Source: an optimization exercise on an open RTL-to-GDS flow (aim: small area and a short achievable clock period). Production flows keep margins and buffers that such runs may drop. In this exercise RTL edits were held to simulation tests only and were not proved equivalent to the original.

==> flow/design.v <==
module risc_v_pipeline_cpu(
    input clk,
    input reset,
    output [31:0] instr_addr,
    input [31:0] instruction,
    output [31:0] data_addr,
    output [31:0] data_write,
    input [31:0] data_read,
    output mem_write_en,
    output mem_read_en
);
    reg [31:0] pc;
    reg [31:0] ifid_ins;
    reg        ifid_v;
    reg        ex_rw, ex_mr, ex_mw, ex_br, ex_jp;
    reg        ex_m2r;
    reg [4:0]  ex_rd;
    reg [31:0] ex_a, ex_r2;
    reg [20:0] ex_imm;
    reg        ex_bub;
    reg        ex_fa, ex_fs, ex_bMp, ex_bMn, ex_bI, ex_bR;
    reg        ex_fa_n, ex_fs_n, ex_bMp_n, ex_bMn_n, ex_bI_n, ex_bR_n;
    reg        ex_sub, ex_arith, ex_and, ex_or, ex_xor, ex_sl, ex_sr, ex_sra;
    reg        ex_sltx, ex_slts;
    reg        ex_shM;
    reg [4:0]  ex_shX;
    reg        mm_rw, mm_mr, mm_mw, mm_tk;
    reg        mm_m2r;
    reg [4:0]  mm_rd;
    reg [31:0] mm_res, mm_sd, mm_tgt;
    reg        wb_rw;
    reg [4:0]  wb_rd;
    reg [31:0] wb_d;
    reg [32*32-1:0] rf;    
    reg        rst_q;      
    wire [6:0] op  = ifid_ins[6:0];
    wire [4:0] rs1 = ifid_ins[19:15];
    wire [4:0] rs2 = ifid_ins[24:20];
    wire [4:0] rd  = ifid_ins[11:7];
    wire [2:0] f3  = ifid_ins[14:12];
    wire       f75 = ifid_ins[30];
    wire isR    = (op == 7'b0110011);
    wire isI    = (op == 7'b0010011);
    wire isLD   = (op == 7'b0000011);
    wire isST   = (op == 7'b0100011);
    wire isB    = (op == 7'b1100011);
    wire isJAL  = (op == 7'b1101111);
    wire isJALR = (op == 7'b1100111);
    wire d_rw  = isR | isI | isLD | isJAL | isJALR;
    wire d_src = isI | isLD | isST | isJALR;
    wire flush = mm_tk | ex_jp;
    wire stall = ifid_v & ex_mr &
                 (((ex_rd == rs1) & (rs1 != 5'd0)) | ((ex_rd == rs2) & (rs2 != 5'd0)));
    reg [31:0] rf1, rf2;
    integer k;
    always @(*) begin
        rf1 = 32'd0;
        rf2 = 32'd0;
        for (k = 1; k < 32; k = k + 1) begin
            rf1 = rf1 | ({32{rs1 == k}} & rf[k*32 +: 32]);
            rf2 = rf2 | ({32{rs2 == k}} & rf[k*32 +: 32]);
        end
    end
    wire sel_ld = mm_m2r & ~reset;
    wire sel_al = ~mm_m2r & ~reset;
    wire [31:0] wb_next = ({32{sel_ld}} & data_read) | ({32{sel_al}} & mm_res);
    wire wbh1 = mm_rw & (mm_rd == rs1);
    wire wbh2 = mm_rw & (mm_rd == rs2);
    wire fa_n = ex_rw & (ex_rd == rs1);
    wire fs_n = ex_rw & (ex_rd == rs2);
    wire useF3 = op[4] & ~op[6];
    wire f3_0 = (f3 == 3'b000), f3_1 = (f3 == 3'b001), f3_2 = (f3 == 3'b010),
         f3_3 = (f3 == 3'b011), f3_4 = (f3 == 3'b100), f3_5 = (f3 == 3'b101),
         f3_6 = (f3 == 3'b110), f3_7 = (f3 == 3'b111);
    wire sub_n = useF3 & ((f3_0 & f75 & op[5]) | f3_2 | f3_3);
    wire [20:0] immI = {{9{ifid_ins[31]}}, ifid_ins[31:20]};
    wire [20:0] immS = {{9{ifid_ins[31]}}, ifid_ins[31:25], ifid_ins[11:7]};
    wire [20:0] immB = {{9{ifid_ins[31]}}, ifid_ins[7], ifid_ins[30:25], ifid_ins[11:8], 1'b0};
    wire [20:0] immJ = {ifid_ins[31], ifid_ins[19:12], ifid_ins[20], ifid_ins[30:21], 1'b0};
    wire [20:0] imm_n = isJAL ? immJ : isB ? immB : ((isST ? immS : immI) ^ {21{sub_n}});
    assign instr_addr = pc;
    always @(posedge clk or posedge reset) begin
        if (reset)
            pc <= 32'd0;
        else if (mm_tk)
            pc <= mm_tgt;
        else if (~stall | ex_jp)
            pc <= pc + 32'd4;
    end
    always @(posedge clk or posedge reset) begin
        if (reset)
            ifid_v <= 1'b0;
        else if (flush)
            ifid_v <= 1'b0;
        else if (~stall)
            ifid_v <= 1'b1;
    end
    always @(posedge clk) begin
        if (~stall)
            ifid_ins <= instruction;
    end
    always @(posedge clk or posedge reset) begin
        if (reset) begin
            ex_rw <= 1'b0; ex_mr <= 1'b0; ex_mw <= 1'b0; ex_br <= 1'b0; ex_jp <= 1'b0;
        end else if (flush) begin
            ex_rw <= 1'b0; ex_mr <= 1'b0; ex_mw <= 1'b0; ex_br <= 1'b0; ex_jp <= 1'b0;
        end else begin
            ex_rw <= ifid_v & ~stall & d_rw & (rd != 5'd0);
            ex_mr <= ifid_v & ~stall & isLD;
            ex_mw <= ifid_v & ~stall & isST;
            ex_br <= ifid_v & isB;
            ex_jp <= ifid_v & (isJAL | isJALR);
        end
    end
    always @(posedge clk) begin
        ex_m2r <= isLD;
        ex_rd  <= rd;
        ex_a   <= wbh1 ? wb_next : rf1;
        ex_r2  <= (wbh2 ? wb_next : rf2) ^ {32{sub_n}};
        ex_imm <= imm_n;
        ex_bub <= stall;
        ex_fa  <= fa_n;
        ex_fs  <= fs_n;
        ex_bMp <= ~d_src & fs_n & ~sub_n;
        ex_bMn <= ~d_src & fs_n & sub_n;
        ex_bI  <= d_src;
        ex_bR  <= ~d_src & ~fs_n;
        ex_fa_n  <= ~fa_n;
        ex_fs_n  <= ~fs_n;
        ex_bMp_n <= ~(~d_src & fs_n & ~sub_n);
        ex_bMn_n <= ~(~d_src & fs_n & sub_n);
        ex_bI_n  <= ~d_src;
        ex_bR_n  <= ~(~d_src & ~fs_n);
        ex_sub   <= sub_n;
        ex_arith <= ~useF3 | f3_0;
        ex_and   <= useF3 & f3_7;
        ex_or    <= useF3 & f3_6;
        ex_xor   <= useF3 & f3_4;
        ex_sl    <= useF3 & f3_1;
        ex_sr    <= useF3 & f3_5;
        ex_sra   <= useF3 & f3_5 & f75;
        ex_sltx  <= useF3 & (f3_2 | f3_3);
        ex_slts  <= useF3 & f3_2;
        ex_shM   <= ~d_src & fs_n;
        ex_shX   <= d_src ? ifid_ins[24:20] : (wbh2 ? wb_next[4:0] : rf2[4:0]);
    end
    wire [31:0] immA = {{20{ex_imm[11]}}, ex_imm[11:0]};
    wire [31:0] opA, sd, opB;
    assign opA[15:0]  = ex_fa ? mm_res[15:0] : ex_a[15:0];
    assign opA[31:16] = ex_fa_n ? ex_a[31:16] : mm_res[31:16];
    assign sd[15:0]   = ex_fs ? mm_res[15:0] : ex_r2[15:0];
    assign sd[31:16]  = ex_fs_n ? ex_r2[31:16] : mm_res[31:16];
    assign opB[15:0]  = ({16{ex_bMp}} & mm_res[15:0]) |
                        ({16{ex_bMn}} & ~mm_res[15:0]) |
                        ({16{ex_bI}}  & immA[15:0]) |
                        ({16{ex_bR}}  & ex_r2[15:0]);
    assign opB[31:16] = ~(({16{ex_bMp_n}} | ~mm_res[31:16]) &
                          ({16{ex_bMn_n}} | mm_res[31:16]) &
                          ({16{ex_bI_n}}  | ~immA[31:16]) &
                          ({16{ex_bR_n}}  | ~ex_r2[31:16]));
    wire ea = ex_slts & opA[31];
    wire eb = ex_slts ? opB[31] : 1'b1;
    wire [32:0] sum  = {ea, opA} + {eb, opB} + {32'd0, ex_sub};
    wire [4:0]  shamt = ex_shM ? mm_res[4:0] : ex_shX;
    wire [31:0] shl = opA << shamt;
    wire        fill = ex_sra & opA[31];
    wire [63:0] shr = {{32{fill}}, opA} >> shamt;
    wire [31:0] other = ({32{ex_and}} & (opA & opB)) |
                        ({32{ex_or}}  & (opA | opB)) |
                        ({32{ex_xor}} & (opA ^ opB)) |
                        ({32{ex_sl}}  & shl) |
                        ({32{ex_sr}}  & shr[31:0]);
    wire [31:0] res = ({32{ex_arith}} & sum[31:0]) | other |
                      {31'd0, ex_sltx & sum[32]};
    wire tk = (ex_br & (opA == sd)) | ex_jp;
    wire [31:0] t_y = {{11{ex_imm[20]}}, ex_imm};
    wire [31:0] t_z = ex_bub ? 32'hFFFFFFFC : 32'hFFFFFFF8;
    wire [31:0] t_s = pc ^ t_y ^ t_z;
    wire [31:0] t_c = {(pc[30:0] & t_y[30:0]) | (pc[30:0] & t_z[30:0]) | (t_y[30:0] & t_z[30:0]), 1'b0};
    wire [31:0] tgt = t_s + t_c;
    always @(posedge clk or posedge reset) begin
        if (reset) begin
            mm_rw <= 1'b0; mm_mr <= 1'b0; mm_mw <= 1'b0; mm_tk <= 1'b0;
        end else begin
            mm_rw <= ex_rw; mm_mr <= ex_mr; mm_mw <= ex_mw; mm_tk <= tk;
        end
    end
    always @(posedge clk) begin
        mm_m2r <= ex_m2r;
        mm_rd  <= ex_rd;
        mm_res <= res;
        mm_sd  <= sd;
        mm_tgt <= tgt;
    end
    assign data_addr    = mm_res;
    assign data_write   = mm_sd;
    assign mem_write_en = mm_mw;
    assign mem_read_en  = mm_mr;
    always @(posedge clk or posedge reset) begin
        if (reset)
            wb_rw <= 1'b0;
        else
            wb_rw <= mm_rw;
    end
    always @(posedge clk) begin
        wb_rd <= mm_rd;
        wb_d  <= wb_next;
        rst_q <= reset;
    end
    integer w;
    always @(posedge clk) begin
        for (w = 1; w < 32; w = w + 1)
            if (rst_q | (wb_rw & (wb_rd == w)))
                rf[w*32 +: 32] <= wb_d;
    end
endmodule
Settings: LEC_CHECK=0, CAP_MARGIN=20, CORE_MARGIN=2, CORE_UTILIZATION=60, CTS_CLUSTER_DIAMETER=60, CTS_CLUSTER_SIZE=24, SLEW_MARGIN=20, TNS_END_PERCENT=10; clock period 9.0 ns.
standard.sh (not shown) runs the stock make flow with config.mk's settings and CLKGATE_MAP_FILE= SYNTH_SCRIPT=/design/flow/synth_recipe.tcl, a recipe that flattens the netlist after the stock synthesis.
==> flow/flow/run.sh <==
#!/bin/bash
# Standard ORFS layout, with a stronger setup target for repair_timing.
# The SDC (clock period, I/O delays) is the standard flow's and is not changed.
set -euo pipefail
bash standard.sh SETUP_SLACK_MARGIN=6 finish > make_finish.log 2>&1
The starting point finished clean.
Edit:
- CORE_UTILIZATION: 60 -> 55
- CTS_CLUSTER_SIZE: 24 -> 20
What happened:
- wire length went up by a few percent
- hold slack is better by 0.0032 ns
- clock skew came out lower by 0.015 ns
- core utilization shrinks by 5.9 points
- first-iteration DRC count drops by roughly a tenth
- area after synthesis does not change
- via count shrinks slightly
- worst setup slack is better by 0.016 ns
- cell area barely changes

-- port drivers added, routing unchanged --
No port has a modelled driver above. Below, the same layouts with a new extraction and two added sets of constraints.
Step 1: set_driving_cell puts a clkbuf_16 on clk and a buf_2 on each other input, an assumption about the parent block.
Step 2 moves the port delays by t, midway between the first and last clock arrival at a register: inputs arrive t later, outputs are due t later. That takes back most of the time a late clock gives input paths.
a / b / c = ideal ports / drivers / drivers and shift; a / b = the first two.
run | t, ns | slack for setup (ns) | clock arrival spread, ns
the first run | 0.803 | 5.641 / 5.565 / 5.040 | 0.065 / 0.066
the second run | 0.810 | 5.657 / 5.584 / 4.988 | 0.051 / 0.051
After both steps every run listed still meets setup and hold. For the second run, which loses most, drivers alone change the setup slack by -0.073 ns; drivers and shift together by -0.669 ns.
